This is an optimization exercise on Yosys and OpenROAD, whose aim is small area and a short achievable clock period, not a production implementation. Function was checked by simulation only, so behaviour that the tests miss may differ from the original. The clock port is modelled as an ideal driver, which makes a skipped or thinned clock tree look cheaper than it is; a real chip needs a root buffer or a tree. Power and IR drop assume default switching activity.

==> flow/config.mk <==
export PLATFORM = sky130hd
export DESIGN_NAME = SPI_Wrapper
export DESIGN_NICKNAME = SPI_Wrapper
export VERILOG_FILES = /design/flow/design.v
export SDC_FILE = /design/flow/constraint.sdc
export NUM_CORES = 4
export LEC_CHECK = 0
export ABC_AREA = 1
export CAP_MARGIN = 20
export CORE_MARGIN = 2
export CORE_UTILIZATION = 75
export CTS_BUF_LIST = sky130_fd_sc_hd__clkbuf_16
export CTS_CLUSTER_DIAMETER = 70
export CTS_CLUSTER_SIZE = 32
export SETUP_SLACK_MARGIN = 2.35
export SLEW_MARGIN = 20
==> flow/constraint.sdc <==
create_clock -name core_clock -period 4.0 [get_ports {clk}]
set_input_delay 0.8000 -clock core_clock [delete_from_list [all_inputs] [get_ports {clk}]]
set_output_delay 0.8000 -clock core_clock [all_outputs]
set_load 0.01 [all_outputs]
==> flow/design.v <==
module SPI_RAM (din, dout ,rx_valid, tx_valid , clk, rst_n);
parameter MEM_DEPTH=256;
parameter ADDR_SIZE=8;
input clk, rst_n, rx_valid;
input [9:0] din;
output  reg tx_valid;
output reg [ADDR_SIZE-1:0] dout;
reg [2:0] ra_j;     
reg [3:0] ra_hi;    
reg [7:0] ra_lo;    
reg [7:0] rdbuf;    
reg       pend;     
reg [2:0] ph;       
reg       slot;     
reg [7:0] tapreg;   
wire       cmd  = rst_n & rx_valid;
wire       land = pend & slot;
wire [7:0] s6 [0:31];
reg  [7:0] grp [0:3];
reg  [7:0] tap6;
genvar g;
generate
  for (g = 0; g < 32; g = g + 1) begin : rg
    reg [63:0] s;
    wire we = land & ra_hi[g / 8] & ra_lo[g % 8];
    always @(posedge clk)
      s <= {s[55:0], we ? rdbuf : s[63:56]};
    assign s6[g] = s[55:48];
  end
endgenerate
integer h, l;
always @(*) begin
  for (h = 0; h < 4; h = h + 1) begin
    grp[h] = 8'd0;
    for (l = 0; l < 8; l = l + 1)
      grp[h] = grp[h] | ({8{ra_lo[l]}} & s6[h*8 + l]);
  end
  tap6 = 8'd0;
  for (h = 0; h < 4; h = h + 1)
    tap6 = tap6 | ({8{ra_hi[h]}} & grp[h]);
end
always @(posedge clk) begin
  ph     <= ph + 3'd1;
  slot   <= (ph + 3'd1) == ra_j;
  tapreg <= tap6;
end
always @(posedge clk) begin
  if (cmd && ~din[8]) begin
    ra_j  <= din[2:0];
    ra_hi <= 4'b1 << din[7:6];
    ra_lo <= 8'b1 << din[5:3];
  end
end
always @(posedge clk) begin
  if (cmd && din[9:8] == 2'b01) begin
    rdbuf <= din[7:0];
    pend  <= 1'b1;
  end
  else if (slot) begin
    if (pend)
      pend <= 1'b0;
    else
      rdbuf <= tapreg;
  end
end
always @(posedge clk or negedge rst_n) begin
	if (~rst_n) begin
		dout<=0;
		tx_valid<=0;
	end
	else if (rx_valid) begin
		if (din[9:8] == 2'b11) begin
		    dout<= rdbuf;
		    tx_valid<=1;
		end
	end
end
endmodule
module SPI_SLAVE (MOSI,MISO,SS_n,clk,rst_n,rx_data,rx_valid, tx_data, tx_valid);
input MOSI,SS_n,clk,rst_n,tx_valid;
input [7:0] tx_data;
output reg MISO;
output reg rx_valid;
output reg [9:0] rx_data; 
localparam [2:0] IDLE=3'd0, CHK_CMD=3'd1, WRITE=3'd2, READ_ADD=3'd3, READ_DATA=3'd4;
reg [2:0] cs,ns;
reg rd_flag;  
reg [3:0] state_countout;
reg[3:0] MISO_CountOut;
wire counter_enable;  
wire counter_done;  
reg MISO_CountEn; 
wire MISO_CountDone;
always@(posedge clk or negedge rst_n) begin
  if(~rst_n) begin
    cs<= IDLE;
  end
  else begin
    cs<=ns;
  end
end  
always@(*) begin
  case(cs)
  IDLE: begin 
    if(~SS_n) 
      ns=CHK_CMD;
    else 
      ns=IDLE;
  end
  CHK_CMD:
    if(~SS_n) begin
      if(MOSI && ~rd_flag) begin
         ns=READ_ADD;
        end
        else if(MOSI && rd_flag) begin
         ns=READ_DATA;
        end
        else begin
         ns=WRITE;
        end
    end
    else begin
      ns=IDLE;
    end
  READ_DATA:
    if(SS_n) begin
      ns=IDLE;
    end
    else begin
      ns=READ_DATA;
    end
  READ_ADD:
    if(SS_n) begin
      ns=IDLE;
    end
    else begin
      ns=READ_ADD;
    end
  WRITE:
     if(SS_n) begin
      ns=IDLE;
    end
    else begin
      ns=WRITE;
    end
default:begin 
  ns=IDLE;
end
    endcase
end
always@ (posedge clk or negedge  rst_n) begin
  if(!rst_n) begin
    rd_flag<=0;
  end
  else begin
    if(cs!=IDLE) begin
      if(cs==READ_ADD && counter_done) begin
        rd_flag<=1;
      end
      else if (cs==READ_DATA && counter_done && MISO_CountDone)begin
        rd_flag<=0;
      end
    end
  end
end
always@ (posedge clk) begin
  if(cs==IDLE) begin
    MISO<=0; 
    rx_data<=0;
  end
  else begin
  if(counter_enable) begin
    rx_data<={MOSI,rx_data[9:1]};
  end
  if(MISO_CountEn&&(cs==READ_DATA)) begin
    MISO<= tx_data[MISO_CountOut];
  end
end
end
always@(posedge clk or negedge rst_n) begin
  if(~rst_n) begin
    state_countout<=0;
    MISO_CountOut<=7;  
    MISO_CountEn<=0;
  end
  else begin
    if(cs==IDLE)begin
      state_countout<=0;
      MISO_CountOut<=7;
      MISO_CountEn<=0;
    end
    else if(counter_enable) begin
      state_countout<=state_countout+1;
    end
    if(counter_done) begin
      state_countout<=0;
      MISO_CountOut<=7;  
    end
    if(counter_done&&cs==READ_DATA)begin
    MISO_CountEn<=1;
    end
    if(MISO_CountEn) begin
      MISO_CountOut<=MISO_CountOut-1;
    end
    if (MISO_CountDone) begin
      MISO_CountOut<=7;
      MISO_CountEn<=0;
    end
  end  
end
assign counter_enable=(cs != IDLE && cs!=CHK_CMD && ~counter_done && ~MISO_CountEn)?1:0;
assign counter_done = (state_countout==4'b1010)?1:0;
assign MISO_CountDone = (MISO_CountOut== 0)?1:0;
always @(posedge clk ) begin
  if(counter_done)begin
    rx_valid<=1;
  end
  else begin
    rx_valid<=0;
  end
end
endmodule
module SPI_Wrapper(MISO, MOSI, SS_n, rst_n, clk);
input MOSI, SS_n, clk, rst_n;
output MISO;
wire [9:0] rxdata;
wire [7:0] txdata;
wire rx_valid,tx_valid;
SPI_RAM #(256,8) R (rxdata, txdata, rx_valid, tx_valid , clk, rst_n);
SPI_SLAVE  S (MOSI,MISO,SS_n,clk,rst_n,rxdata,rx_valid, txdata, tx_valid);
endmodule
==> flow/flow/run.sh <==
#!/bin/bash
# The standard layout, with one change after CTS: the levels of the clock
# tree between the clock port and CTS's leaf buffers are replaced by four
# buf_16 buffers that the port drives directly, and the leaf buffers become
# buf_12 (flow/ctsfix.tcl).
set -euo pipefail
WORK=$(pwd)
R=$WORK/orfs/results/$FLOW_PLATFORM/SPI_Wrapper/base

# 1. standard synthesis, floorplan, placement and CTS
bash standard.sh cts > "$WORK/std_to_cts.log" 2>&1

# 2. rebuild the top of the clock tree
cp "$R/4_cts.odb" "$WORK/4_cts_standard.odb"
FLOW_HOME="$FLOW_HOME" FLOW_PLATFORM="$FLOW_PLATFORM" \
  IN_ODB="$WORK/4_cts_standard.odb" IN_SDC="$R/4_cts.sdc" OUT_ODB="$WORK/4_cts_fixed.odb" \
  NROOT=4 CLK_PORT=clk ROOT_CELL=sky130_fd_sc_hd__buf_16 LEAF_CELL=sky130_fd_sc_hd__buf_12 \
  openroad -no_init -exit "$WORK/flow/ctsfix.tcl" > "$WORK/ctsfix.log" 2>&1
cp "$WORK/4_cts_fixed.odb" "$R/4_cts.odb"
touch "$R/4_cts.odb" "$R/4_cts.sdc"

# 3. the rest of the standard layout
bash standard.sh > "$WORK/std_route_finish.log" 2>&1
==> flow/flow/ctsfix.tcl <==
# Rebuild the top of the clock tree that ORFS's CTS made: the clock port
# drives NROOT clkbuf_16 buffers directly, each placed at the centre of a
# group of CTS's leaf buffers (the buffers that drive flip-flops), which it
# drives.  The leaf level is kept as CTS made it; only the levels between the
# port and the leaves are replaced, so the tree stays balanced and one level
# shallower.
set flow $::env(FLOW_HOME)
set plat $::env(FLOW_PLATFORM)
read_db $::env(IN_ODB)
read_liberty $flow/platforms/$plat/lib/sky130_fd_sc_hd__tt_025C_1v80.lib
read_sdc $::env(IN_SDC)
source $flow/platforms/$plat/setRC.tcl
set_propagated_clock [all_clocks]
estimate_parasitics -placement
puts "before:"
report_clock_latency -digits 3

set NROOT $::env(NROOT)
set block [ord::get_db_block]
set clk [$block findNet $::env(CLK_PORT)]

proc out_net {inst} {
  foreach it [$inst getITerms] { if {[[$it getMTerm] getIoType] eq "OUTPUT"} { return [$it getNet] } }
  return "NULL"
}
proc loads {net} {
  set l {}
  foreach it [$net getITerms] { if {[[$it getMTerm] getIoType] eq "INPUT"} { lappend l $it } }
  return $l
}

# walk the tree.  A leaf is a buffer that drives a flip-flop; any buffers it
# also drives are taken off it and walked in turn.  Upper buffers drive only
# buffers.
set upper {}; set upper_nets {}; set leaves {}; set dummies {}; set moved {}
set front [list $clk]
while {[llength $front]} {
  set next {}
  foreach net $front {
    foreach it [loads $net] {
      set inst [$it getInst]
      if {[[$it getMTerm] getName] eq "CLK"} { continue }
      set on [out_net $inst]
      if {$on eq "NULL"} { lappend dummies $inst; continue }
      set has_ff 0
      foreach l [loads $on] {
        if {[[$l getMTerm] getName] eq "CLK"} { set has_ff 1 }
      }
      if {$has_ff} {
        lappend leaves $it
        # buffers below a leaf: detach them from it and walk them too
        foreach l [loads $on] {
          set li [$l getInst]
          if {[[$l getMTerm] getName] ne "CLK" && [out_net $li] ne "NULL"} { lappend moved $l }
        }
      } else {
        lappend upper $inst; lappend upper_nets $on; lappend next $on
      }
    }
  }
  # buffers that hung below a leaf become leaves or upper buffers themselves
  foreach l $moved {
    set li [$l getInst]
    set on [out_net $li]
    set has_ff 0
    foreach x [loads $on] { if {[[$x getMTerm] getName] eq "CLK"} { set has_ff 1 } }
    if {$has_ff} { lappend leaves $l } else { lappend upper $li; lappend upper_nets $on; lappend next $on }
  }
  set moved {}
  set front $next
}
# dummy loads hanging on the upper nets go with them
set gone_nets [concat [list $clk] $upper_nets]
foreach d $dummies {
  set a [$d findITerm A]
  set n [$a getNet]
  if {$n ne "NULL" && [lsearch -exact $gone_nets $n] >= 0} { $a disconnect; odb::dbInst_destroy $d }
}

# group the leaves: equal-sized sectors by angle around their centre
set sx 0; set sy 0
foreach it $leaves { set loc [[$it getInst] getLocation]; set sx [expr $sx+[lindex $loc 0]]; set sy [expr $sy+[lindex $loc 1]] }
set cx [expr double($sx)/[llength $leaves]]; set cy [expr double($sy)/[llength $leaves]]
set ang {}
set i 0
foreach it $leaves {
  set loc [[$it getInst] getLocation]
  lappend ang [list $i [expr atan2([lindex $loc 1]-$cy, [lindex $loc 0]-$cx)]]
  incr i
}
set ang [lsort -real -index 1 $ang]
set N [llength $leaves]
set asg [lrepeat $N 0]
set k 0
foreach e $ang { lset asg [lindex $e 0] [expr ($k * $NROOT) / $N]; incr k }
set cents {}
for {set k 0} {$k < $NROOT} {incr k} {
  set sx 0; set sy 0; set n 0
  foreach it $leaves a $asg {
    if {$a == $k} { set loc [[$it getInst] getLocation]; set sx [expr $sx+[lindex $loc 0]]; set sy [expr $sy+[lindex $loc 1]]; incr n }
  }
  lappend cents [list [expr $sx/$n] [expr $sy/$n]]
}

# take the old upper tree apart
foreach it $leaves { $it disconnect }
foreach it $moved { }
foreach inst $upper {
  foreach it [$inst getITerms] { if {[$it getNet] ne "NULL" && ![[$it getNet] isSpecial]} { $it disconnect } }
  odb::dbInst_destroy $inst
}
foreach n $upper_nets { odb::dbNet_destroy $n }

# the new top level
set root_cell sky130_fd_sc_hd__clkbuf_16
if {[info exists ::env(ROOT_CELL)]} { set root_cell $::env(ROOT_CELL) }
set master [[ord::get_db] findMaster $root_cell]
for {set k 0} {$k < $NROOT} {incr k} {
  set b [odb::dbInst_create $block $master "clkroot_$k"]
  set c [lindex $cents $k]
  $b setLocation [expr int([lindex $c 0])] [expr int([lindex $c 1])]
  $b setPlacementStatus PLACED
  [$b findITerm A] connect $clk
  set on [odb::dbNet_create $block "clknet_root_$k"]
  $on setSigType CLOCK
  [$b findITerm X] connect $on
  set n 0
  foreach it $leaves a $asg { if {$a == $k} { $it connect $on; incr n } }
  puts "root $k drives $n leaf buffers"
}
if {[info exists ::env(LEAF_CELL)]} {
  set lm [[ord::get_db] findMaster $::env(LEAF_CELL)]
  foreach it $leaves { [$it getInst] swapMaster $lm }
}
detailed_placement
check_placement
estimate_parasitics -placement
puts "after:"
report_clock_latency -digits 3
report_clock_skew -digits 3
set mx 0
foreach p [get_pins -hierarchical */CLK] { foreach k {slew_max_rise slew_max_fall} { set v [get_property $p $k]; if {$v > $mx} {set mx $v} } }
puts "largest clock pin slew (estimate): $mx"
write_db $::env(OUT_ODB)
==> flow/standard.sh <==
#!/bin/bash
# synth_recipe.tcl (not shown) runs the flow's synth.tcl, then flattens the netlist and writes it again
# the make line also repeats each setting of config.mk as NAME=value (left out here)
make -C /OpenROAD-flow-scripts/flow DESIGN_CONFIG=/design/flow/config.mk WORK_HOME=/design/flow/orfs CLKGATE_MAP_FILE= SYNTH_SCRIPT=/design/flow/synth_recipe.tcl "${@:-finish}"
==> reports/qor.txt, run 1 <==
ys flop type -> dfxtp_1
sequential share of the synthesized area -> 0.8866
most numerous cell in the Yosys netlist -> dfxtp_1
Cell Pwr Density -> 580.0 nW/um^2
crit path cell chain -> buf_6 -> buf_16 -> nand2_1 -> nand4_1 -> o21ai_4 -> nand2_1 -> inv_1 -> nand2_1
RSZ-0062 raised after global routing -> yes
Post-synth EDFFs -> 23
vias per cell -> 5.213
Final Routed Wirelength -> 86480 um
final instance area -> 51440 sq um
Data required, critical path -> 4.37 ns
critical path data arrival time -> 2.13 ns
Worst Tran Pin Value -> 0.5046 ns
final slew viol count -> 0
All-Layer GR Usage -> 0.2611
routed via count -> 22180
top-level I/O count -> 5
max-cap violations -> 0
Worst-path clk slew -> 0.12 ns
DRC Markers -> 0
GPL Wtd Cong -> 0.7832
Final Cycle Share -> 0.4397
I/O Buffers -> 4
first-pass GRT wire length -> 131200 um
Seq cells post-synth -> 2117
die width -> 257.5 um
filler instances -> 3277
Highest Clock Rate -> 568.5 MHz
mux share of post-synthesis cell area -> 0.0007011
Crit. End Element -> register
Crit path largest cell delay -> 0.44 ns
drt first pass iters -> 5
largest family of logic cells by synthesized area -> simple AND/OR/NAND/NOR gates
Synth Area in Simple Gates -> 0.06299
Logic pwr share -> 0.005
Min-Delay Path Class -> input pin to async pin
total net switching power -> 5821 uW
number of global-route vias before repair -> 22590
crit-path most repeated cell -> nand2_1
dpl hpwl -> 49030 um
status -> timing/DRC/antenna clean
initial core utilization -> 0.7611
top cell type's share of synthesized area -> 0.8613
Synth Area in XOR/XNOR -> 0.001272
Netlist cell types -> 31
Worst Path Class, Setup -> register to register
CP max stage cell -> edfxtp_1
Post-Syn Nets -> 3360
Hold Fails Final Rpt -> 0
Final setup violation count -> 0
static leakage -> 0.01993 uW
sequential share of power -> 0.708
worst IR drop on VDD -> 0.6115 mV
area share of fa/ha/maj cells after synthesis -> 0.001039
area growth from synthesis to layout -> 6.751%
routed len/inst -> 20.33 um
largest net degree at the start of global routing -> 37
synth warn -> 3
post-layout min period -> 1.759 ns
Rel. slew slack -> 0.6632
compound-gate portion of the synthesized area -> 0.03430
Netlist Area Pre-Place -> 48180 sq um
ANT nets after route -> 0
Critical Path Fanout Max -> 8
clock sink count -> 2117
clk latency of the worst-skew pair -> 0.48 ns
Placement Rows -> 92
Clk pwr share -> 0.287
layout cell share with drive strength beyond 1 -> 0.06751
chip height -> 257.5 um
DP Area -> 49080 sq um
clock skew -> 0.04339 ns
fin nets -> 3410
fraction of registers with async set/reset -> 0.009920
1st-iter DRT viols -> 1486
cell accounting for the most synthesized area -> dfxtp_1
Int Power -> 24010 uW
total grt overflow -> 0
antenna violations before repair -> 1
Mapped Avg Cell Area -> 14.37 sq um
setup_tns -> 0 ns
dominant cells by area after synthesis -> dfxtp_1 (86%), nand2_1 (4.9%), o21ai_0 (3.2%)
top cells by count, synth -> dfxtp_1 (2073), nand2_1 (626), o21ai_0 (311)
Mapped Cells -> 3352
Reg2Reg Depth -> 8
Die Area -> 66290 sq um
Setup crit start kind -> register
Switching Fraction -> 0.1951
core box area -> 63310 sq um
## repair_timing
| action | 4_1_cts | 5_1_grt |
|---|---|---|
| setup endpoints to repair | 312 | 133 |
| cloned | 3 | 3 |
| hold buffers | 0 | 0 |
| pin swaps | 6 | 20 |
| gates resized for setup | 102 | 77 |
| buffers inserted | 25 | 12 |
## area by class of cell
class / count / area, sq um / area share
flip-flops and latches: 2117 / 42720 / 0.8305
diodes: 1 / 2.502 / 0.00004865
multi-input cells: 1083 / 5114 / 0.09941
clock buffers: 67 / 1341 / 0.02608
repair inverters: 1 / 7.507 / 0.0001459
inverters: 59 / 250.2 / 0.004865
well taps: 846 / 1059 / 0.02058
clock inverters: 7 / 53.80 / 0.001046
plain buffers: 4 / 110.1 / 0.002141
repair buffers: 69 / 779.5 / 0.01515
## through the flow
stage | hold slack [ns] | utilization | cells | worst slack (ns) | power, uW
6_report | 0.2585 | 0.8125 | 4254 | 2.241 | 29830
5_1_grt | 0.2521 | 0.8124 | 4253 | 2.195 | 30610
3_3_place_gp | 0.3095 | 0.7749 | 4131 | 1.176 | 21720
2_1_floorplan | 0.3096 | - | 3352 | 2.359 | 21710
4_1_cts | 0.2247 | 0.8143 | 4246 | 2.061 | 30650
3_5_place_dp | 0.3121 | 0.7752 | 4132 | 1.105 | 21740
## flip-flops by register name, summed over array words and instances (netlist names), 3 cells and up
signal            count
S.state_countout      4
R.ra_j                3
R.tapreg              8
R.ra_hi               4
S.cs                  3
S.MISO_CountOut       4
S.rx_data            10
R.dout                8
R.rdbuf               8
R.rg.s             2048
R.ra_lo               8
R.ph                  3
## power by group through the flow
| stage | Combinational [uW] | Clock [uW] | Sequential, uW |
|---|---|---|---|
| 6_report | 144 | 8550 | 21100 |
| 5_1_grt | 156 | 9310 | 21100 |
| 4_1_cts | 130 | 9380 | 21100 |
| 3_5_place_dp | 113 | 0 | 21600 |
| 3_3_place_gp | 101 | 0 | 21600 |
| 2_1_floorplan | 87.8 | 0 | 21600 |
## worst max-delay path, delay by kind of cell (launching register included)
family                 cells  cell delay [ns]
AND/OR/NAND/NOR            4             0.46
buffers and inverters      3             0.41
flip-flops                 1             0.44
AO/OA/AOI/OAI              1             0.33
## cell families (layout without fill, tap and decap cells)
kind of cell | count (synthesis) | count (layout)
XOR/XNOR | 7 | 7
other | 0 | 1
flip-flops | 2117 | 2117
AO/OA/AOI/OAI | 329 | 329
adder cells (fa/ha/maj) | 4 | 4
multiplexers | 3 | 3
AND/OR/NAND/NOR | 740 | 740
buffers and inverters | 152 | 207
## final timing paths
check                               from             to  slack [ns]
min                                rst_n      S.rd_flag        0.26
max reg2reg                   R.ra_lo[5]    R.tapreg[4]        2.24
min in group core_clock    R.rg[9].s[17]  R.rg[9].s[25]        0.31
max                           R.ra_lo[5]    R.tapreg[4]        2.24
min reg2reg                R.rg[9].s[17]  R.rg[9].s[25]        0.31
max in group asynchronous          rst_n        S.cs[2]        3.50
## cell usage in the layout (no fill, tap or decap), types with 6 or more instances in the layout
cell        Yosys  final
buf_6           1     11
nor3_1          8      8
clkinvlp_4      0      6
nand3_1        18     17
inv_1          55     51
buf_12          0     75
a21oi_1        14     14
nor2_1         11      9
dfrtp_1        18     18
nand2_2         3     29
buf_4           1     39
o21ai_0       311    260
nand2_1       626    586
o21ai_2         0     12
edfxtp_1       23     23
dfxtp_1      2073   2072
nand4_1        65     65
o21ai_1         0     35
nand2_4         0     14
nor2_4          5      7
## per-layer routing
metal | part of all wire | vias up | global-route usage
met4 | 0.025 | 0 | 0.06663
met1 | 0.45 | 10940 | 0.3650
met2 | 0.48 | 488 | 0.4375
met3 | 0.044 | 155 | 0.03448
li1 | - | 10600 | -
met5 | 0 | - | 0
==> run 2, diff against run 1 <==
--- a/flow/design.v
+++ b/flow/design.v
@@ -13,7 +13,7 @@
 reg [2:0] ph;       
 reg       slot;     
+reg       land;     
 reg [7:0] tapreg;   
 wire       cmd  = rst_n & rx_valid;
-wire       land = pend & slot;
 wire [7:0] s6 [0:31];
 reg  [7:0] grp [0:3];
@@ -52,6 +52,10 @@
   end
 end
+wire      wr_cmd  = cmd && din[9:8] == 2'b01;
+wire      pend_nx = wr_cmd | (pend & ~slot);
+always @(posedge clk)
+  land <= pend_nx & ((ph + 3'd1) == ra_j);
 always @(posedge clk) begin
-  if (cmd && din[9:8] == 2'b01) begin
+  if (wr_cmd) begin
     rdbuf <= din[7:0];
     pend  <= 1'b1;
--- a/flow/config.mk
+++ b/flow/config.mk
@@ -12,5 +12,5 @@
 export CTS_BUF_LIST = sky130_fd_sc_hd__clkbuf_16
 export CTS_CLUSTER_DIAMETER = 70
-export CTS_CLUSTER_SIZE = 32
+export CTS_CLUSTER_SIZE = 28
 export SETUP_SLACK_MARGIN = 2.35
 export SLEW_MARGIN = 20
==> run 2 against run 1 <==
Synthesized cell count shrank 0.15%. Via count increased by 0.49%. Still clean. Core utilization fell by 0.72 points. First-iteration DRC count rose by 34%. Sequential power about the same. Clock power grew 5.6%. Routed wire length is 4.2% higher. Cell count increased by 0.49%. Flip-flop and latch count grew 1. Critical endpoint is now MISO. Fmax grew 1.9%.
==> reports/qor.txt, run 2 <==
setup_tns -> 0 ns (unchanged)
fraction of registers with async set/reset -> 0.009915 (about the same)
cell accounting for the most synthesized area -> dfxtp_1
Post-synth EDFFs -> 23 (unchanged)
worst IR drop on VDD -> 0.5499 mV (-10%)
Register Area -> 42740 sq um (about the same)
Post-Syn Nets -> 3355 (-0.15%)
Inserted Diodes -> 0 (-1)
Worst Hold End -> R.rg[9].s[55]
Synth Area in XOR/XNOR -> 0.001073 (-0.0001992)
RSZ-0062 raised after global routing -> yes
HP Start -> R.rg[9].s[47]
Placement Rows -> 93 (+1.1%)
clk latency of the worst-skew pair -> 0.48 ns (about the same)
static leakage -> 0.02060 uW (+3.3%)
die width -> 259.5 um (+0.79%)
Setup crit start kind -> register
biggest regs -> R.rg.s x2048, S.rx_data x10
critical path data arrival time -> 0.93 ns (-1.20 ns)
max reg flops -> 2048 (unchanged)
crit path cell chain -> buf_6
chip height -> 259.5 um (+0.79%)
antenna violations before repair -> 0 (-1)
Biggest register -> R.rg.s
max-cap violations -> 0 (unchanged)
Final Routed Wirelength -> 90100 um (+4.2%)
mux share of post-synthesis cell area -> 0 (-0.0007011)
CTS tree -> yes
Highest Clock Rate -> 579.5 MHz (+1.9%)
Worst Tran Pin Value -> 0.6490 ns (+0.1443 ns)
1st-iter DRT viols -> 1988 (+34%)
status -> timing/DRC/antenna clean
ys flop type -> dfxtp_1
Worst Path Class, Setup -> register to output port
Worst-path clk slew -> 0.12 ns (about the same)
filler instances -> 3411 (+4.1%)
compound-gate portion of the synthesized area -> 0.03858 (+0.004282)
Crit. End Element -> output port
most numerous cell in the Yosys netlist -> dfxtp_1
GPL Wtd Cong -> 0.8465 (+8.1%)
hold_buf cts -> 0 (unchanged)
Rel. slew slack -> 0.5674 (-0.09586)
fin nets -> 3419 (+0.26%)
Final Cycle Share -> 0.4314 (-0.008363)
Final setup violation count -> 0 (unchanged)
area growth from synthesis to layout -> 6.015%
ANT nets after route -> 0 (unchanged)
largest family of logic cells by synthesized area -> simple AND/OR/NAND/NOR gates
H-tree levels -> 3
Worst Path Buf+Inv -> 1 (-2)
setup slack, reg-to-reg -> 2.35 ns (+0.11 ns)
r2r endpoint -> R.tapreg[2]
initial core utilization -> 0.7596 (-0.001509)
DRC Markers -> 0 (unchanged)
Crit path largest cell delay -> 0.34 ns (-0.10 ns)
Multi-input gate area -> 5381 sq um (+5.2%)
reg-to-reg startpoint -> R.ra_lo[7]
Die Area -> 67350 sq um (+1.6%)
Netlist cell types -> 37 (+19%)
Seq cells post-synth -> 2118 (+0.047%)
top-level I/O count -> 5 (unchanged)
vias per cell -> 5.213 (about the same)
Critical Path Fanout Max -> 2 (-6)
routed via count -> 22290 (+0.49%)
number of global-route vias before repair -> 22680 (+0.41%)
synth warn -> 3 (unchanged)
I/O Buffers -> 4 (unchanged)
CP max stage cell -> dfxtp_2
Inst Count DP -> 4134 (+0.048%)
final slew viol count -> 0 (unchanged)
Mapped Avg Cell Area -> 14.63 sq um (+1.8%)
Mapped Cells -> 3347 (-0.15%)
sequential share of the synthesized area -> 0.8729 (-0.01373)
Top Family by Delay on Critical Path -> flip-flops
Cell Pwr Density -> 585.1 nW/um^2 (+0.87%)
routed len/inst -> 21.08 um (+3.7%)
drt first pass iters -> 8 (+3)
Hold Fails Final Rpt -> 0 (unchanged)
top cells by count, synth -> dfxtp_1 (2074), nand2_1 (579), o21ai_1 (218)
post-layout min period -> 1.726 ns (-0.03345 ns)
area share of fa/ha/maj cells after synthesis -> 0.001022 (-0.00001656)
clock skew -> 0.02143 ns (-0.02196 ns)
CTS max path bufs -> 3
first-pass GRT wire length -> 135400 um (+3.2%)
dpl hpwl -> 51360 um (+4.7%)
Data required, critical path -> 3.20 ns (-1.17 ns)
dominant cells by area after synthesis -> dfxtp_1 (85%), nand2_1 (4.4%), o21ai_1 (2.2%)
Worst Hold Depth -> 0
number of buffers created by CTS -> 85
final std cells w/o fill -> 4275 (+0.49%)
clock sink count -> 2118 (+0.047%)
layout cell share with drive strength beyond 1 -> 0.08421 (+0.01670)
total grt overflow -> 0 (unchanged)
highest-count cells in the layout ignoring fill and taps -> dfxtp_1 (2073), nand2_1 (574), o21ai_1 (224), buf_12 (84), nand4_1 (64)
top cell type's share of synthesized area -> 0.8479 (-0.01332)
CTS root buffer -> clkbuf_16
most common cell after layout, fill and taps aside -> dfxtp_1
largest net degree at the start of global routing -> 30 (-19%)
All-Layer GR Usage -> 0.2689 (+0.007840)
Min-Delay Path Class -> register to register
Synth Area in Simple Gates -> 0.06490 (+0.001909)
core box area -> 64460 sq um (+1.8%)
Netlist Area Pre-Place -> 48970 sq um (+1.6%)
Reg2Reg Depth -> 8 (unchanged)
## run 2: stage by stage
stage / cell area, sq um / utilization / worst slack, ns / hold WS (ns) / total power (uW)
2_1_floorplan: 48990 / - / 2.358 / 0.3096 / 21730
4_1_cts: 52130 / 0.8086 / 2.066 / 0.3169 / 31320
3_5_place_dp: 49450 / 0.7671 / 1.286 / 0.3121 / 21780
3_3_place_gp: 49450 / 0.7671 / 1.381 / 0.3095 / 21760
6_report: 51910 / 0.8053 / 2.274 / 0.3168 / 30370
5_1_grt: 51910 / 0.8053 / 2.241 / 0.3243 / 31160
## run 2: repair_timing
item | 4_1_cts | 5_1_grt
pin swaps | 4 | 24
setup endpoints to repair | 236 | 74
cloned | 1 | 6
gates resized for setup | 52 | 52
setup buffers | 28 | 15
## run 2: layout make-up
cell class / instances / area share
repair buffers: 72 / 0.01458
clock buffers: 76 / 0.02931
clock inverters: 11 / 0.0009400
plain buffers: 4 / 0.002121
multi-input cells: 1076 / 0.1037
flip-flops and latches: 2118 / 0.8234
inverters: 63 / 0.005423
well taps: 855 / 0.02061
## run 2: cell families after synthesis
logic type,count (synthesis)
fa+ha+maj,4
flops,2118
buf+inv,156
xor+xnor,6
simple gates,719
compound gates,344
## run 2: worst max path at each step
stage	startpoint	slack [ns]	endpoint	cells after the start
after floorplan	rst_n	2.36	R.ra_hi[0]	2
after global placement	rst_n	1.38	R.ra_lo[6]	4
after detailed placement	rst_n	1.29	R.ra_j[1]	4
after CTS	S.MISO	2.07	MISO	1
after global routing	S.MISO	2.24	MISO	1
final	S.MISO	2.27	MISO	1
## run 2: layer usage
layer | wire, um | part of all wire | global-route usage
met5 | 0 | 0 | 0
met4 | 3334 | 0.037 | 0.09291
met3 | 4105 | 0.046 | 0.03554
met2 | 41880 | 0.46 | 0.4387
met1 | 40780 | 0.45 | 0.3765
## run 2: power breakdown
group | total, uW | switching (uW) | internal (uW) | leakage [uW]
sequential | 21200 | 35.0 | 21100 | 0.0172
clock | 9030 | 5850 | 3180 | 0.000824
combinational | 167 | 118 | 49.0 | 0.00258
total | 30400 | 6010 | 24400 | 0.0206
==> run 3, diff against run 2 <==
--- a/flow/flow/run.sh
+++ b/flow/flow/run.sh
@@ -2,6 +2,5 @@
 # The standard layout, with one change after CTS: the levels of the clock
 # tree between the clock port and CTS's leaf buffers are replaced by four
-# buf_16 buffers that the port drives directly, and the leaf buffers become
-# buf_12 (flow/ctsfix.tcl).
+# buf_16 buffers that the port drives directly (flow/ctsfix.tcl).
 set -euo pipefail
 WORK=$(pwd)
@@ -15,5 +14,5 @@
 FLOW_HOME="$FLOW_HOME" FLOW_PLATFORM="$FLOW_PLATFORM" \
   IN_ODB="$WORK/4_cts_standard.odb" IN_SDC="$R/4_cts.sdc" OUT_ODB="$WORK/4_cts_fixed.odb" \
-  NROOT=4 CLK_PORT=clk ROOT_CELL=sky130_fd_sc_hd__buf_16 LEAF_CELL=sky130_fd_sc_hd__buf_12 \
+  NROOT=4 CLK_PORT=clk ROOT_CELL=sky130_fd_sc_hd__buf_16 \
   openroad -no_init -exit "$WORK/flow/ctsfix.tcl" > "$WORK/ctsfix.log" 2>&1
 cp "$WORK/4_cts_fixed.odb" "$R/4_cts.odb"
--- a/flow/config.mk
+++ b/flow/config.mk
@@ -12,5 +12,5 @@
 export CTS_BUF_LIST = sky130_fd_sc_hd__clkbuf_16
 export CTS_CLUSTER_DIAMETER = 70
-export CTS_CLUSTER_SIZE = 28
+export CTS_CLUSTER_SIZE = 32
 export SETUP_SLACK_MARGIN = 2.35
 export SLEW_MARGIN = 20
==> run 3 against run 2 <==
Still clean. Clock skew is 0.027 ns higher. Synthesized cell count stayed put. Register-to-register slack lost 0.06 ns. Non-clock buffer count decreased by 2. Global-route usage fell by 0.55 points. Hold slack lost 0.016 ns. Power shrank 0.29%. Critical path type unchanged. Highest routed layer unchanged.
==> reports/qor.txt, run 3 <==
CTS root buffer -> clkbuf_16
antenna violations before repair -> 1 (+1)
Reg2Reg Depth -> 5 (-3)
clk latency of the worst-skew pair -> 0.50 ns (+0.02 ns)
worst IR drop on VDD -> 0.5217 mV (-5.1%)
pre-CTS setup slack -> 1.286 ns (unchanged)
ys flop type -> dfxtp_1
dominant cells by area after synthesis -> dfxtp_1 (85%), nand2_1 (4.4%), o21ai_1 (2.2%)
largest net degree at the start of global routing -> 34 (+13%)
Fin Hold WS -> 0.3010 ns (-0.01581 ns)
die width -> 259.5 um (unchanged)
status -> timing/DRC/antenna clean
most numerous cell in the Yosys netlist -> dfxtp_1
Post-Syn Nets -> 3355 (unchanged)
most common cell after layout, fill and taps aside -> dfxtp_1
area share of fa/ha/maj cells after synthesis -> 0.001022 (unchanged)
fin nets -> 3407 (-0.35%)
number of buffers created by CTS -> 76 (-11%)
top cells by count, synth -> dfxtp_1 (2074), nand2_1 (579), o21ai_1 (218)
fraction of registers with async set/reset -> 0.009915 (unchanged)
routed len/inst -> 20.88 um (-0.91%)
CTS max path bufs -> 3 (unchanged)
H-tree levels -> 3 (unchanged)
RSZ-0062 raised after global routing -> yes
Die Area -> 67350 sq um (unchanged)
cell accounting for the most synthesized area -> dfxtp_1
Netlist Area Pre-Place -> 48970 sq um (unchanged)
Post-synth EDFFs -> 23 (unchanged)
chip height -> 259.5 um (unchanged)
max-cap violations -> 0 (unchanged)
Final Cycle Share -> 0.4372 (+0.005783)
Biggest register -> R.rg.s
drt first pass iters -> 6 (-2)
final slew viol count -> 0 (unchanged)
Worst Hold Depth -> 0 (unchanged)
setup_tns -> 0 ns (unchanged)
Rel. slew slack -> 0.5679 (about the same)
clock sink count -> 2118 (unchanged)
compound-gate portion of the synthesized area -> 0.03858 (unchanged)
Placement Rows -> 93 (unchanged)
Crit. End Element -> output port
top cell type's share of synthesized area -> 0.8479 (unchanged)
Inserted Diodes -> 0 (unchanged)
Data required, critical path -> 3.20 ns (about the same)
total grt overflow -> 0 (unchanged)
routed via count -> 22130 (-0.68%)
total power -> 30280 uW (-0.29%)
Synth Area in Simple Gates -> 0.06490 (unchanged)
Setup crit start kind -> register
crit path cell chain -> buf_6
Worst-path clk slew -> 0.11 ns (about the same)
layout cell share with drive strength beyond 1 -> 0.08130 (-0.002907)
CP max stage cell -> dfxtp_2
largest family of logic cells by synthesized area -> simple AND/OR/NAND/NOR gates
mux share of post-synthesis cell area -> 0 (unchanged)
Critical Path Fanout Max -> 2 (unchanged)
Min-Delay Path Class -> register to register
ANT nets after route -> 0 (unchanged)
Mapped Cells -> 3347 (unchanged)
Final setup violation count -> 0 (unchanged)
Worst Path Buf+Inv -> 1 (unchanged)
sequential share of the synthesized area -> 0.8729 (unchanged)
static leakage -> 0.02069 uW (+0.44%)
Final Routed Wirelength -> 89010 um (-1.2%)
I/O Buffers -> 4 (unchanged)
first-pass GRT wire length -> 132900 um (-1.9%)
dpl hpwl -> 51360 um (unchanged)
1st-iter DRT viols -> 1796 (-9.7%)
Mapped Avg Cell Area -> 14.63 sq um (unchanged)
clock skew -> 0.04861 ns (+0.02718 ns)
Cell Pwr Density -> 581.9 nW/um^2 (-0.54%)
initial core utilization -> 0.7596 (unchanged)
post-layout min period -> 1.749 ns (+0.02313 ns)
Seq cells post-synth -> 2118 (unchanged)
Crit path largest cell delay -> 0.34 ns (about the same)
Worst Path Class, Setup -> register to output port
synth warn -> 3 (unchanged)
highest-count cells in the layout ignoring fill and taps -> dfxtp_1 (2073), nand2_1 (573), o21ai_1 (221), clkbuf_16 (69)
All-Layer GR Usage -> 0.2634 (-0.005488)
critical path depth -> 1 (unchanged)
Worst Tran Pin Value -> 0.6481 ns (-0.0008261 ns)
critical path data arrival time -> 0.95 ns (+0.02 ns)
vias per cell -> 5.193 (-0.38%)
top-level I/O count -> 5 (unchanged)
Highest Clock Rate -> 571.9 MHz (-1.3%)
Top Family by Delay on Critical Path -> flip-flops
Netlist cell types -> 37 (unchanged)
CTS tree -> yes
Hold Fails Final Rpt -> 0 (unchanged)
biggest regs -> R.rg.s x2048, S.rx_data x10
max reg flops -> 2048 (unchanged)
hold_buf cts -> 0 (unchanged)
min setup slack post-route -> 2.251 ns (-0.02313 ns)
number of global-route vias before repair -> 22240 (-1.9%)
DRC Markers -> 0 (unchanged)
core box area -> 64460 sq um (unchanged)
area growth from synthesis to layout -> 6.281%
GPL Wtd Cong -> 0.8465 (unchanged)
Synth Area in XOR/XNOR -> 0.001073 (unchanged)
-- run 3: cell types whose count changed in the layout (fill, tap and decap cells not counted), moves of 2 or more --
cell / previous run / this run
clkbuf_16: 3 / 69
o21ai_1: 224 / 221
o21ai_2: 60 / 64
buf_12: 84 / 8
inv_2: 5 / 3
-- run 3: final timing paths --
kind	slack, ns	startpoint	endpoint
max in group asynchronous	3.40	rst_n	S.MISO_CountOut[0]
min in group asynchronous	0.39	rst_n	S.MISO_CountOut[3]
worst min-delay path	0.30	R.rg[15].s[37]	R.rg[15].s[45]
worst min register to register	0.30	R.rg[15].s[37]	R.rg[15].s[45]
worst max register to register	2.29	R.ra_hi[3]	R.rg[31].s[6]
worst max-delay path	2.25	S.MISO	MISO
-- run 3: kinds of logic after synthesis --
family,count (synthesis)
DFF,2118
and+or+nand+nor,719
AOI/OAI and AO/OA,344
buffers and inverters,156
xor gates and xnor gates,6
adders and majority gates,4
-- run 3: cell type report --
class                      instances  area, sq um
timing repair buffer              70        726.9
sequential                      2118        42740
inverter                          63        281.5
tap                              855         1070
clock inverter                    10        63.81
fill                            3384        12420
multi-input combinational       1075         5371
buffer                             4        110.1
clock buffer                      67         1677
-- run 3: layer usage --
metal	wire, um	track usage	vias to the layer above
li1	-	-	10650
met1	40770	0.3749	10790
met2	41530	0.4284	505
met3	3484	0.02705	192
met4	3226	0.09179	0
met5	0	0	-
-- run 3: where the power goes --
group	internal (uW)	switching [uW]	leakage [uW]
logic	50.5	116	0.00256
registers	21100	34.9	0.0172
clock network	3270	5670	0.000932
-- run 3: stage by stage --
step                area [sq um]  instances    util
finish                     52040       4262  0.8073
global route               52040       4262  0.8073
CTS                        51880       4253  0.8049
detailed placement         49450       4134  0.7671
global placement           49450       4134  0.7671
floorplan                  48990       3347       -
-- run 3: timing repair --
action | 4_1_cts | 5_1_grt
setup buffers | 28 | 15
gates cloned | 1 | 3
gates resized for setup | 51 | 52
pin swaps | 4 | 17
endpoints found under the setup margin | 240 | 56
endpoints found under the hold margin | 0 | 0
==> run 4, diff against run 3 <==
--- a/flow/design.v
+++ b/flow/design.v
@@ -91,5 +91,5 @@
 reg rd_flag;  
 reg [3:0] state_countout;
-reg[3:0] MISO_CountOut;
+reg[2:0] MISO_CountOut;  
 wire counter_enable;  
 wire counter_done;  
@@ -162,7 +162,4 @@
         rd_flag<=1;
       end
-      else if (cs==READ_DATA && counter_done && MISO_CountDone)begin
-        rd_flag<=0;
-      end
     end
   end
@@ -177,5 +174,5 @@
     rx_data<={MOSI,rx_data[9:1]};
   end
-  if(MISO_CountEn&&(cs==READ_DATA)) begin
+  if(MISO_CountEn) begin
     MISO<= tx_data[MISO_CountOut];
   end
--- a/flow/flow/run.sh
+++ b/flow/flow/run.sh
@@ -2,5 +2,6 @@
 # The standard layout, with one change after CTS: the levels of the clock
 # tree between the clock port and CTS's leaf buffers are replaced by four
-# buf_16 buffers that the port drives directly (flow/ctsfix.tcl).
+# buf_16 buffers that the port drives directly, and the leaf buffers become
+# buf_12 (flow/ctsfix.tcl).
 set -euo pipefail
 WORK=$(pwd)
@@ -14,5 +15,5 @@
 FLOW_HOME="$FLOW_HOME" FLOW_PLATFORM="$FLOW_PLATFORM" \
   IN_ODB="$WORK/4_cts_standard.odb" IN_SDC="$R/4_cts.sdc" OUT_ODB="$WORK/4_cts_fixed.odb" \
-  NROOT=4 CLK_PORT=clk ROOT_CELL=sky130_fd_sc_hd__buf_16 \
+  NROOT=4 CLK_PORT=clk ROOT_CELL=sky130_fd_sc_hd__buf_16 LEAF_CELL=sky130_fd_sc_hd__buf_12 \
   openroad -no_init -exit "$WORK/flow/ctsfix.tcl" > "$WORK/ctsfix.log" 2>&1
 cp "$WORK/4_cts_fixed.odb" "$R/4_cts.odb"
--- a/flow/config.mk
+++ b/flow/config.mk
@@ -9,8 +9,8 @@
 export CAP_MARGIN = 20
 export CORE_MARGIN = 2
-export CORE_UTILIZATION = 75
+export CORE_UTILIZATION = 80
 export CTS_BUF_LIST = sky130_fd_sc_hd__clkbuf_16
 export CTS_CLUSTER_DIAMETER = 70
-export CTS_CLUSTER_SIZE = 32
+export CTS_CLUSTER_SIZE = 28
 export SETUP_SLACK_MARGIN = 2.35
 export SLEW_MARGIN = 20
==> run 4 against run 3 <==
The run now fails in clock tree synthesis (4_1_cts). Synthesized cell count increased by 4.0%. Synthesized area is 0.46% lower.
==> reports/qor.txt, run 4 <==
status -> did not finish
stage at which the flow ended -> clock tree synthesis (4_1_cts)
error message -> [ERROR DPL-0033] detailed placement checks failed during check placement.
DP Area -> 49290 sq um (-0.32%)
Netlist Area Pre-Place -> 48740 sq um (-0.46%)
Post-Syn Nets -> 3490 (+4.0%)
compound-gate portion of the synthesized area -> 0.03186 (-0.006727)
initial core utilization -> 0.8090 (+0.04946)
number of buffers created by CTS -> 85 (+12%)
dominant cells by area after synthesis -> dfxtp_1 (85%), nand2_1 (6.0%), o21ai_0 (2.7%)
Placement Rows -> 90 (-3.2%)
Mapped Cells -> 3481 (+4.0%)
Post CTS Setup Buffer Count -> 39 (+39%)
area share of fa/ha/maj cells after synthesis -> 0.001284 (+0.0002614)
post-cts resize count -> 58 (+14%)
ys flop type -> dfxtp_1
Post-synth EDFFs -> 23 (unchanged)
CTS max path bufs -> 3 (unchanged)
largest family of logic cells by synthesized area -> simple AND/OR/NAND/NOR gates
Mapped Avg Cell Area -> 14.00 sq um (-4.3%)
top-level I/O count -> 5 (unchanged)
hold_buf cts -> 0 (unchanged)
dpl hpwl -> 50860 um (-0.97%)
fraction of registers with async set/reset -> 0.009447 (-0.0004677)
I/O Buffers -> 4 (unchanged)
Seq cells post-synth -> 2117 (-0.047%)
most numerous cell in the Yosys netlist -> dfxtp_1
chip height -> 250.8 um (-3.3%)
Synth Area in XOR/XNOR -> 0.0005391 (-0.0005341)
die width -> 250.8 um (-3.3%)
mux share of post-synthesis cell area -> 0 (unchanged)
top cells by count, synth -> dfxtp_1 (2074), nand2_1 (774), o21ai_0 (265)
GPL Wtd Cong -> 0.8255 (-2.5%)
Synth Area in Simple Gates -> 0.07208 (+0.007180)
Netlist cell types -> 30 (-19%)
synth warn -> 3 (unchanged)
cell accounting for the most synthesized area -> dfxtp_1
CTS root buffer -> clkbuf_16
sequential share of the synthesized area -> 0.8764 (+0.003520)
H-tree levels -> 3 (unchanged)
top cell type's share of synthesized area -> 0.8519 (+0.003918)
clock sink count -> 2117 (-0.047%)
-- run 4: changes by cell type after synthesis, sizes merged, moves of 2 or more --
| cell | previous run | this run |
|---|---|---|
| nand3 | 18 | 13 |
| clkinv | 2 | 0 |
| inv | 61 | 49 |
| o21ai | 323 | 292 |
| nand2 | 615 | 783 |
| nand4 | 65 | 11 |
| clkbuf | 20 | 26 |
| xnor2 | 3 | 0 |
| nor2 | 11 | 81 |
| nor3 | 8 | 11 |
| o22ai | 3 | 1 |
-- run 4: power by group through the flow --
stage | clock (uW) | combinational [uW] | sequential (uW)
after detailed placement | 0 | 117 | 21700
after global placement | 0 | 103 | 21600
after floorplan | 0 | 80.1 | 21600
-- run 4: cell families after synthesis --
family,after synthesis
adder cells (fa/ha/maj),5
AO/OA/AOI/OAI,309
buffers and inverters,147
XOR/XNOR,3
AND/OR/NAND/NOR,900
flip-flops,2117
-- run 4: how the worst min path moves through the flow --
stage,endpoint,start,slack [ns],cells after the start
2_1_floorplan,R.rg[0].s[10],R.rg[0].s[2],0.31,0
3_3_place_gp,R.rg[14].s[10],R.rg[14].s[2],0.31,0
3_5_place_dp,R.rg[12].s[54],R.rg[12].s[46],0.31,0
-- run 4: per-stage QoR --
stage / power [uW] / worst slack (ns) / cells / util / hold slack [ns]
floorplan: 21720 / 2.347 / 3481 / - / 0.3096
global placement: 21750 / 1.448 / 4191 / 0.8180 / 0.3095
detailed placement: 21770 / 1.337 / 4192 / 0.8182 / 0.3121
==> run 5, diff against run 4 <==
--- a/flow/config.mk
+++ b/flow/config.mk
@@ -9,5 +9,5 @@
 export CAP_MARGIN = 20
 export CORE_MARGIN = 2
-export CORE_UTILIZATION = 80
+export CORE_UTILIZATION = 75
 export CTS_BUF_LIST = sky130_fd_sc_hd__clkbuf_16
 export CTS_CLUSTER_DIAMETER = 70
==> run 5 against run 4 <==
Now clean on timing, DRC and antenna. Synthesized cell count unchanged. Synthesized area unchanged.
==> reports/qor.txt, run 5 <==
status -> timing/DRC/antenna clean
All-Layer GR Usage -> 0.2629
crit path cell chain -> buf_6
CTS max path bufs -> 3 (unchanged)
Inst Count DP -> 4268 (+1.8%)
highest-count cells in the layout ignoring fill and taps -> dfxtp_1 (2073), nand2_1 (746), o21ai_0 (257), buf_12 (77), nor2_1 (64)
Mapped Avg Cell Area -> 14.00 sq um (unchanged)
Worst Hold Depth -> 0
Clk pwr share -> 0.296
ys flop type -> dfxtp_1
Worst Path Class, Setup -> register to output port
I/O Buffers -> 4 (unchanged)
Int Power -> 24350 uW
CTS root buffer -> clkbuf_16
Crit. End Element -> output port
clk latency of the worst-skew pair -> 0.48 ns
fin nets -> 3528
Worst Hold End -> R.rg[28].s[48]
sequential share of power -> 0.700
number of buffers created by CTS -> 85 (unchanged)
Post-synth EDFFs -> 23 (unchanged)
Hold Fails Final Rpt -> 0
Data required, critical path -> 3.20 ns
post-layout min period -> 1.729 ns
total power -> 30240 uW
Post-Syn Nets -> 3490 (unchanged)
sequential share of the synthesized area -> 0.8764 (unchanged)
dominant cells by area after synthesis -> dfxtp_1 (85%), nand2_1 (6.0%), o21ai_0 (2.7%)
total net switching power -> 5896 uW
Worst Tran Pin Value -> 0.6025 ns
Mapped Cells -> 3481 (unchanged)
worst IR drop on VDD -> 0.4928 mV
area growth from synthesis to layout -> 5.712%
DRC Markers -> 0
Highest Clock Rate -> 578.3 MHz
top-level I/O count -> 5 (unchanged)
antenna violations before repair -> 2
largest net degree at the start of global routing -> 30
Switching Fraction -> 0.1949
CTS tree -> yes
cell accounting for the most synthesized area -> dfxtp_1
routed len/inst -> 19.85 um
drt first pass iters -> 5
Worst Path Buf+Inv -> 1
static leakage -> 0.02090 uW
fraction of registers with async set/reset -> 0.009447 (unchanged)
Biggest register -> R.rg.s
Min-Delay Path Class -> register to register
top cell type's share of synthesized area -> 0.8519 (unchanged)
r2r endpoint -> R.rg[0].s[0]
Rel. slew slack -> 0.5979
number of global-route vias before repair -> 22720
Die Area -> 67040 sq um
Crit path largest cell delay -> 0.35 ns
reg-to-reg startpoint -> R.land
critical path data arrival time -> 0.93 ns
Placement Rows -> 93 (+3.3%)
Setup crit start kind -> register
setup slack, reg-to-reg -> 2.30 ns
CP max stage cell -> dfxtp_2
Netlist cell types -> 30 (unchanged)
dpl hpwl -> 51580 um (+1.4%)
Logic pwr share -> 0.005
1st-iter DRT viols -> 1621
first-pass GRT wire length -> 132700 um
core box area -> 64350 sq um
setup_tns -> 0 ns
RSZ-0062 raised after global routing -> yes
synth warn -> 3 (unchanged)
clock sink count -> 2117 (unchanged)
Critical Path Fanout Max -> 2
GPL Wtd Cong -> 0.8217 (-0.46%)
total grt overflow -> 0
vias per cell -> 5.103
Top Family by Delay on Critical Path -> flip-flops
final slew viol count -> 0
filler instances -> 3486
biggest regs -> R.rg.s x2048, S.rx_data x10
chip height -> 258.9 um (+3.2%)
Final Cycle Share -> 0.4323
clock skew -> 0.01580 ns
initial core utilization -> 0.7575 (-0.05158)
Fin Hold WS -> 0.3294 ns
Worst-path clk slew -> 0.11 ns
top cells by count, synth -> dfxtp_1 (2074), nand2_1 (774), o21ai_0 (265)
Cell Pwr Density -> 587.0 nW/um^2
routed via count -> 22360
Reg2Reg Depth -> 4
HP Start -> R.rg[28].s[40]
Seq cells post-synth -> 2117 (unchanged)
hold_buf cts -> 0 (unchanged)
Final setup violation count -> 0
layout cell share with drive strength beyond 1 -> 0.05871
H-tree levels -> 3 (unchanged)
die width -> 258.9 um (+3.2%)
max reg flops -> 2048
Final Routed Wirelength -> 86980 um
final std cells w/o fill -> 4382
Netlist Area Pre-Place -> 48740 sq um (unchanged)
most numerous cell in the Yosys netlist -> dfxtp_1
max-cap violations -> 0
ANT nets after route -> 0
most common cell after layout, fill and taps aside -> dfxtp_1
[run 5: cell counts after synthesis]
Identical to the previous run, type by type.
[run 5: how the worst max path moves through the flow]
stage                    start      endpoint  slack, ns  depth (start not counted)
floorplan                rst_n    R.rdbuf[0]       2.35                          5
detailed placement       rst_n    R.ra_lo[2]       1.55                          3
CTS                     S.MISO          MISO       2.05                          1
global route        R.ra_hi[0]  R.rg[2].s[3]       2.20                          5
finish                  S.MISO          MISO       2.27                          1
global placement         rst_n    R.ra_hi[0]       1.57                          3
[run 5: worst reg2reg max path, stage by stage, from the launching register on]
cell	delay, ns
dfxtp_1	0.54
nand2_1	0.11
inv_2	0.21
nand2_1	0.38
o21ai_0	0.36
[run 5: logic make-up after synthesis]
group / after synthesis / synth area share
xor+xnor: 3 / 0.0005392
simple gates: 900 / 0.07208
flops: 2117 / 0.8764
fa+ha+maj: 5 / 0.001284
compound gates: 309 / 0.03186
buf+inv: 147 / 0.01787
[run 5: metrics by stage]
| step | setup slack, ns | utilization | area [sq um] |
|---|---|---|---|
| 2_1_floorplan | 2.347 | - | 48780 |
| 3_3_place_gp | 1.569 | 0.7676 | 49390 |
| 3_5_place_dp | 1.546 | 0.7680 | 49420 |
| 4_1_cts | 2.048 | 0.8074 | 51960 |
| 5_1_grt | 2.200 | 0.8007 | 51520 |
| 6_report | 2.271 | 0.8007 | 51520 |
[run 5: final cells by class]
type	count	area (sq um)	share of cell area
Sequential cell	2117	42720	0.8290
Multi-Input combinational cell	1218	5396	0.1047
Clock buffer	76	1521	0.02953
Tap cell	855	1070	0.02076
Timing Repair Buffer	53	455.4	0.008839
Inverter	49	212.7	0.004128
Buffer	4	110.1	0.002137
Clock inverter	9	40.04	0.0007771
Antenna cell	1	2.502	0.00004857
[run 5: power by group through the flow]
stage,Clock (uW),Sequential (uW),Combinational (uW)
final,8950,21200,138
after global routing,9760,21200,152
after CTS,9950,21200,123
after detailed placement,0,21600,112
after global placement,0,21600,103
after floorplan,0,21600,80.1
[run 5: timing repair]
action / 4_1_cts / 5_1_grt
resized for setup: 39 / 45
pin swaps: 1 / 3
cloned: 1 / 0
setup buffers: 20 / 3
setup endpoints to repair: 243 / 153
[run 5: per-layer routing]
metal / vias to the layer above / GRT usage / wire length, um / part of all wire
met5: - / 0 / 0 / 0
met4: 0 / 0.06824 / 2177 / 0.025
met3: 144 / 0.02900 / 3336 / 0.038
met2: 430 / 0.4317 / 40940 / 0.47
met1: 10950 / 0.3796 / 40530 / 0.47
li1: 10840 / - / - / -
==> run 6, diff against run 5 <==
--- a/flow/config.mk
+++ b/flow/config.mk
@@ -13,4 +13,4 @@
 export CTS_CLUSTER_DIAMETER = 70
 export CTS_CLUSTER_SIZE = 28
-export SETUP_SLACK_MARGIN = 2.35
+export SETUP_SLACK_MARGIN = 2.3
 export SLEW_MARGIN = 20
==> run 6 against run 5 <==
Sequential share of layout area is essentially flat. Sequential power hardly changed. Critical path depth unchanged. Die area unchanged. Core utilization hardly changed. Via count is 0.67% lower. Synthesized cell count did not move. Fmax shrank 0.20%. Non-clock buffer count grew 3. Largest cell class unchanged.
==> reports/qor.txt, run 6 <==
status -> timing/DRC/antenna clean
ys flop type -> dfxtp_1
Setup crit start kind -> register
setup_tns -> 0 ns (unchanged)
hold_buf cts -> 0 (unchanged)
Highest Clock Rate -> 577.2 MHz (-0.20%)
sequential share of the synthesized area -> 0.8764 (unchanged)
pre-CTS setup slack -> 1.331 ns (-0.2148 ns)
Logic pwr share -> 0.004 (about the same)
fraction of registers with async set/reset -> 0.009447 (unchanged)
routed len/inst -> 19.20 um (-3.3%)
biggest regs -> R.rg.s x2048, S.rx_data x10
Netlist Area Pre-Place -> 48740 sq um (unchanged)
Crit. End Element -> output port
RSZ-0062 raised after global routing -> yes
top-level I/O count -> 5 (unchanged)
max-cap violations -> 0 (unchanged)
clock sink count -> 2117 (unchanged)
initial core utilization -> 0.7575 (unchanged)
Seq cells post-synth -> 2117 (unchanged)
worst IR drop on VDD -> 0.5011 mV (+1.7%)
CTS max path bufs -> 3 (unchanged)
sequential share of power -> 0.698 (-0.002)
Cell Pwr Density -> 588.0 nW/um^2 (+0.17%)
All-Layer GR Usage -> 0.2553 (-0.007591)
CTS tree -> yes
CTS root buffer -> clkbuf_16
Switching Fraction -> 0.1946 (-0.0003298)
I/O Buffers -> 4 (unchanged)
CP max stage cell -> dfxtp_2
most numerous cell in the Yosys netlist -> dfxtp_1
Netlist cell types -> 30 (unchanged)
1st-iter DRT viols -> 1559 (-3.8%)
Clk pwr share -> 0.298 (+0.002)
Mapped Cells -> 3481 (unchanged)
largest net degree at the start of global routing -> 30 (unchanged)
critical path data arrival time -> 0.93 ns (about the same)
filler instances -> 3441 (-1.3%)
Inserted Diodes -> 0 (-1)
clk latency of the worst-skew pair -> 0.48 ns (about the same)
routed via count -> 22210 (-0.67%)
top cells by count, synth -> dfxtp_1 (2074), nand2_1 (774), o21ai_0 (265)
critical path depth -> 1 (unchanged)
r2r endpoint -> R.tapreg[7]
most common cell after layout, fill and taps aside -> dfxtp_1
Final Routed Wirelength -> 84170 um (-3.2%)
highest-count cells in the layout ignoring fill and taps -> dfxtp_1 (2073), nand2_1 (745), o21ai_0 (259), buf_12 (78), nor2_1 (64)
total net switching power -> 5899 uW (about the same)
cell accounting for the most synthesized area -> dfxtp_1
Min-Delay Path Class -> input pin to async pin
synth warn -> 3 (unchanged)
post-layout min period -> 1.733 ns (+0.003470 ns)
reg-to-reg startpoint -> R.ra_lo[0]
DP Area -> 49370 sq um (-0.10%)
Reg2Reg Depth -> 8 (+4)
max reg flops -> 2048 (unchanged)
final slew viol count -> 0 (unchanged)
Final setup violation count -> 0 (unchanged)
total grt overflow -> 0 (unchanged)
Die Area -> 67040 sq um (unchanged)
chip height -> 258.9 um (unchanged)
number of buffers created by CTS -> 85 (unchanged)
crit path cell chain -> buf_6
Int Power -> 24410 uW (+0.27%)
antenna violations before repair -> 0 (-2)
Worst Tran Pin Value -> 0.5291 ns (-0.07339 ns)
static leakage -> 0.02087 uW (-0.12%)
first-pass GRT wire length -> 130500 um (-1.7%)
Crit path largest cell delay -> 0.34 ns (about the same)
top cell type's share of synthesized area -> 0.8519 (unchanged)
layout cell share with drive strength beyond 1 -> 0.06092 (+0.002217)
Critical Path Fanout Max -> 2 (unchanged)
final instance area -> 51550 sq um (about the same)
Placement Rows -> 93 (unchanged)
dominant cells by area after synthesis -> dfxtp_1 (85%), nand2_1 (6.0%), o21ai_0 (2.7%)
H-tree levels -> 3 (unchanged)
GPL Wtd Cong -> 0.8283 (+0.80%)
Post-synth EDFFs -> 23 (unchanged)
fin nets -> 3531 (+0.085%)
core box area -> 64350 sq um (unchanged)
min setup slack post-route -> 2.267 ns (-0.003470 ns)
Top Family by Delay on Critical Path -> flip-flops
Rel. slew slack -> 0.6463 (+0.04838)
Final Cycle Share -> 0.4331 (+0.0008675)
die width -> 258.9 um (unchanged)
Hold Fails Final Rpt -> 0 (unchanged)
drt first pass iters -> 5 (unchanged)
area growth from synthesis to layout -> 5.771% (about the same)
Data required, critical path -> 3.20 ns (about the same)
clock skew -> 0.02160 ns (+0.005801 ns)
Mapped Avg Cell Area -> 14.00 sq um (unchanged)
Worst Path Buf+Inv -> 1 (unchanged)
setup slack, reg-to-reg -> 2.35 ns (+0.05 ns)
Biggest register -> R.rg.s
Worst-path clk slew -> 0.11 ns (about the same)
vias per cell -> 5.066 (-0.72%)
ANT nets after route -> 0 (unchanged)
Post-Syn Nets -> 3490 (unchanged)
Worst Path Class, Setup -> register to output port
DRC Markers -> 0 (unchanged)
dpl hpwl -> 49160 um (-4.7%)
Fin Hold WS -> 0.2650 ns (-0.06441 ns)
number of global-route vias before repair -> 22810 (+0.38%)
==> run 6: cell counts after synthesis <==
Identical to the previous run, type by type.
==> run 6: timing repair <==
| action | 4_1_cts | 5_1_grt |
|---|---|---|
| gates resized for setup | 34 | 54 |
| buffers inserted | 22 | 4 |
| pin swaps | 2 | 2 |
| setup endpoints to repair | 254 | 162 |
| cloned | 2 | 0 |
| hold endpoints to repair | 0 | 0 |
==> run 6: how the worst max path moves through the flow <==
stage,startpoint,to,slack [ns]
2_1_floorplan,rst_n,R.ra_hi[0],2.33
4_1_cts,S.MISO,MISO,1.90
5_1_grt,R.ra_hi[2],R.rg[17].s[6],2.20
3_5_place_dp,rst_n,R.ra_lo[5],1.33
3_3_place_gp,rst_n,R.ra_hi[3],1.36
6_report,S.MISO,MISO,2.27
==> run 6: layout make-up <==
| type | instances | area (sq um) | share of cell area |
|---|---|---|---|
| sequential | 2117 | 42720 | 0.8286 |
| multi-input combinational | 1217 | 5358 | 0.1039 |
| clock buffer | 76 | 1521 | 0.02951 |
| tap | 855 | 1070 | 0.02075 |
| timing repair buffer | 56 | 484.2 | 0.009393 |
| inverter | 49 | 221.5 | 0.004296 |
| buffer | 4 | 110.1 | 0.002136 |
| clock inverter | 9 | 65.06 | 0.001262 |
| timing repair inverter | 1 | 7.507 | 0.0001456 |
==> run 6: cells by family (layout without fill, tap and decap cells) <==
kind of cell | Yosys count | in the layout | synth area share
AO/OA/AOI/OAI | 309 | 309 | 0.03186
buffers and inverters | 147 | 195 | 0.01787
XOR/XNOR | 3 | 3 | 0.0005392
flip-flops | 2117 | 2117 | 0.8764
AND/OR/NAND/NOR | 900 | 900 | 0.07208
adder cells (fa/ha/maj) | 5 | 5 | 0.001284
==> run 6: through the flow <==
stage               cells    util  power (uW)
detailed placement   4267  0.7672       21760
global placement     4267  0.7672       21750
finish               4384  0.8012       30310
floorplan            3481       -       21720
global route         4384  0.8012       31130
CTS                  4388  0.8072       31200
==> run 6: per-layer routing <==
metal,GRT usage,vias to the layer above,part of all wire
li1,-,10840,-
met1,0.3653,10780,0.46
met2,0.4190,444,0.47
met3,0.03368,155,0.042
met4,0.06535,0,0.026
met5,0,-,0
==> run 6: worst register-to-register path: stages (launching register included) <==
cell and delay (ns):
edfxtp_1 0.37, buf_4 0.19, buf_4 0.23, nand2_1 0.11
nand2_1 0.06, nor2_1 0.13, nand2_1 0.19, nand2_1 0.16
nand4_1 0.09
==> run 6: power groups by stage <==
stage	clock (uW)	combinational (uW)	sequential, uW
global route	9810	146	21200
finish	9020	133	21200
floorplan	0	79.5	21600
CTS	9920	122	21200
global placement	0	104	21600
detailed placement	0	112	21600

-- separate check: timing with driven ports --
The results above use ideal ports. As a check the final layouts listed here were re-extracted and re-timed, cells and wires unchanged.
Step 1, drivers: a clkbuf_16 drives clk and a buf_2 each remaining input, both assumed.
Step 2, shift: input delay + t, output delay - t, t = (earliest + latest rising clock arrival at the registers) / 2. This alone moves slack from input paths to output paths.
a / b / c = no drivers / after step 1 / after step 2; a / b = the first two.
run	t (ns)	setup slack, ns	hold slack, ns	cell pins on the clock port's net
run 1	0.611	2.241 / 2.110 / 2.009	0.258 / 0.132 / 0.309	4
run 2	0.614	2.274 / 2.127 / 2.049	0.317 / 0.268 / 0.317	4
run 3	0.625	2.251 / 2.101 / 1.998	0.301 / 0.264 / 0.302	4
run 5	0.615	2.271 / 2.123 / 2.008	0.329 / 0.329 / 0.329	4
run 6	0.619	2.267 / 2.118 / 1.880	0.265 / 0.149 / 0.320	4
After both steps every run listed still meets setup and hold. The setup slack of run 6, which loses most, moves by -0.149 ns with the drivers and by -0.387 ns with both steps.
